Background: an optimization exercise with open tools, aiming at small area. Do not read the settings as production practice. Function was checked by simulation only, so behaviour that the tests miss may differ from the original. Power and IR drop assume default switching activity.

// top
module top(
      clk,
      rst,
      srx_c,
      srx_d,
      pwm_a,
      pwm_b,
      led1,
      led2,
      led3,
      led4,
      led5,
      led6,
      output_switch0,
      output_switch1,
      output_switch2,
      output_switch3,
      output0_from_A,
      output1_from_A,
      output2_from_A,
      output3_from_A,
      output0_from_B,
      output1_from_B,
      output2_from_B,
      output3_from_B,
      sw0,
      sw1,
      sw2,
      reset_CPUA_pad,
      reset_CPUB_pad,
      power_on_A_pad,
      power_on_B_pad,
      GPIO_A,
      GPIO_B
    );
clock: 8.0 ns
lec_check: 0
cap_margin: 20
core_margin: 2
core_utilization: 40
place_density: 0.6
slew_margin: 20
standard.sh (not shown) runs the stock make flow with config.mk's settings and CLKGATE_MAP_FILE= SYNTH_SCRIPT=/design/flow/synth_recipe.tcl, a recipe that flattens the netlist after the stock synthesis.
==> flow/flow/run.sh <==
#!/bin/bash
# Own layout flow: the standard flow (standard.sh) with two ORFS
# variables changed:
#   - port buffers use the smallest buffer cell (buf_1);
#   - clock tree: clkbuf_4 leaf clusters of at most 10 sinks, no dummy loads.
# Everything else (synthesis, floorplan, power grid, taps, routing) is the
# standard flow's. The full make output goes to flow_make.log here.
set -uo pipefail
bash standard.sh \
  "BUFFER_PORTS_ARGS=-buffer_cell sky130_fd_sc_hd__buf_1" \
  "CTS_ARGS=-sink_clustering_enable -repair_clock_nets -dont_use_dummy_load -buf_list sky130_fd_sc_hd__clkbuf_4 -sink_clustering_size 10 -sink_clustering_max_diameter 50" \
  finish > flow_make.log 2>&1
status=$?
tail -n 30 flow_make.log
exit $status
Change:
--- a/flow/design.v
+++ b/flow/design.v
@@ -96,27 +96,27 @@
 assign power_on_A_pad = pwr_A;
 assign power_on_B_pad = pwr_B;
 sc_pulse pulse_a(.clk(clk), .rst(rst), .pwm(pwm_a), .io(io_a));
 sc_pulse pulse_b(.clk(clk), .rst(rst), .pwm(pwm_b), .io(io_b));
 reg en;
 always @(posedge clk)
   if (rst) en <= 1'b0;
   else     en <= ~en;
 wire       pop;
 wire       push_a, push_b;
 wire       nz_a, nz_b;
 wire [7:0] head_a, head_b;
-sc_rx rx_a(.clk(clk), .rst(rst), .en(en), .srx(srx_c), .pop(pop),
+sc_rx rx_a(.clk(clk), .rst(rst), .en(en), .srx(srx_c), .pop(pop), .rd(~sel),
            .push(push_a), .nz(nz_a), .head(head_a));
-sc_rx rx_b(.clk(clk), .rst(rst), .en(en), .srx(srx_d), .pop(pop),
+sc_rx rx_b(.clk(clk), .rst(rst), .en(en), .srx(srx_d), .pop(pop), .rd(sel),
            .push(push_b), .nz(nz_b), .head(head_b));
 localparam [14:0] IDLE_HIT = 15'b001010011111011;    
 localparam [14:0] PM15 = 15'b010101010101010;
 localparam [13:0] PM14 = 14'b10101010101010;
 reg [14:0] la, lb;       
 reg        fla, flb;
 reg        cto, cto_d, sel;    
 reg [9:0]  na, nb;
 function [14:0] lfsr15;
   input [14:0] x;
   lfsr15 = {x[13:0], ~(x[14] ^ x[13])};
 endfunction
@@ -138,25 +138,25 @@
     sel <= 1'b0;
   end else begin
     cto_d <= cto;
     if (push_a) na <= na + 1'b1;
     if (push_b) nb <= nb + 1'b1;
     if (cto_d) begin na <= 10'd0; nb <= 10'd0; end
     if (cto) begin
       if (na > nb) sel <= 1'b0;
       if (na < nb) sel <= 1'b1;
     end
   end
 wire       data_flag = sel ? nz_b : nz_a;
-wire [7:0] byte_in   = sel ? head_b : head_a;
+wire [7:0] byte_in   = head_a | head_b;    
 reg       dfd;
 reg [1:0] cyc;
 reg       popr;
 assign pop = popr;
 always @(posedge clk)
   if (rst) begin
     dfd <= 1'b0; cyc <= 2'd0; popr <= 1'b0;
   end else begin
     dfd  <= data_flag;
     popr <= data_flag & cto_d & (cyc == 2'd2);
     if (data_flag & cto_d)
       cyc <= (cyc == 2'd2) ? 2'd0 : cyc + 1'b1;
@@ -344,32 +344,33 @@
     d2 <= d1;
     st1 <= st;
     st2 <= st1;
     if (rise) st <= ~st;
     if (st & fall) fok <= fin;
     if (st & rise) rok <= rin;
     if (~st2) begin rok <= 1'b0; fok <= 1'b0; end
     if (~st1) tc <= 11'd0;
     else if (st & ~(&tc)) tc <= tc + 1'b1;
     if (~st1) io_r <= rok & fok;
   end
 endmodule
-module sc_rx(clk, rst, en, srx, pop, push, nz, head);
+module sc_rx(clk, rst, en, srx, pop, rd, push, nz, head);
 input        clk;
 input        rst;
 input        en;
 input        srx;
 input        pop;
 output       push;
 output       nz;
+input        rd;      
 output [7:0] head;
 reg s1, s2;
 always @(posedge clk)
   if (rst) begin s1 <= 1'b0; s2 <= 1'b0; end
   else begin s1 <= srx; s2 <= s1; end
 localparam [2:0] IDLE = 3'd0, START = 3'd1, PREP = 3'd2, BIT = 3'd3,
                  ENDB = 3'd4, STOP = 3'd5, PUSH = 3'd6;
 reg [2:0] st;
 reg [3:0] rc;
 reg [8:0] sh;       
 reg       ferr;
 reg       rpush;
@@ -388,25 +389,37 @@
       ENDB:  begin st <= sh[0] ? STOP : BIT; rc <= 4'd14; end
       STOP:  begin if (rc7) begin ferr <= ~s2; st <= PUSH; end rc <= rcm; end
       PUSH:  if (s2) begin rpush <= 1'b1; st <= IDLE; end
              else if (~ferr) begin rpush <= 1'b1; rc <= 4'd14; st <= START; end
       default: st <= IDLE;
     endcase
   end
 assign push = rpush & ~en;
 reg [7:0] mem [0:15];
 reg [3:0] top, bot;
 reg       full;
 assign nz   = full | (top != bot);
-assign head = mem[bot];
+reg [7:0] grp [0:3];
+reg [7:0] head_r;
+integer   hi, hj;
+always @* begin
+  head_r = 8'h00;
+  for (hj = 0; hj < 4; hj = hj + 1) begin
+    grp[hj] = 8'h00;
+    for (hi = 0; hi < 4; hi = hi + 1)
+      grp[hj] = grp[hj] | (mem[{hj[1:0], hi[1:0]}] & {8{bot[1:0] == hi[1:0]}});
+    head_r = head_r | (grp[hj] & {8{rd & (bot[3:2] == hj[1:0])}});
+  end
+end
+assign head = head_r;
 always @(posedge clk)
   if (push & ~full) mem[top] <= sh[8:1];
 always @(posedge clk)
   if (rst) begin
     top <= 4'd0; bot <= 4'd0; full <= 1'b0;
   end else
     case ({push, pop})
       2'b10: if (~full) begin
                top <= top + 1'b1;
                if (top + 4'd1 == bot) full <= 1'b1;
              end
       2'b01: if (nz) begin bot <= bot + 1'b1; full <= 1'b0; end
Result: Clock skew goes down by 0.013 ns. Clock power stays flat. Critical path depth increases by 2. Wire length rises by 4.6%. Setup slack gains 0.63 ns. Sequential cell count fell by 8. Combinational power rose by about 3%. Via count came out higher by 1.5%. Core utilization goes down by 0.16 points. Global-route usage climbs by 1.1 points. Clock-buffer cell count decreases by 2. Sequential power decreases by about 1%.

what the ideal ports hide:
Ports are ideal in the flow. The routed layouts listed here were re-timed in OpenROAD.
Step 1 sets driving cells, clkbuf_16 on the clock port and buf_2 on the other inputs (assumed; they add their load-dependent delay and slew).
Step 2 also shifts input and output timing later by t, the mid clock arrival at the registers, as if the neighbouring blocks saw the same clock.
Slacks: ideal / step 1 / step 2; pairs: ideal / step 1.
| run | shift t [ns] | setup WS [ns] | worst setup path at the end |
|---|---|---|---|
| the first run | 0.809 | 3.033 / 3.033 / 3.033 | register to register |
| the second run | 0.823 | 3.662 / 3.662 / 3.662 | register to register |
After both steps every run listed still meets setup and hold.
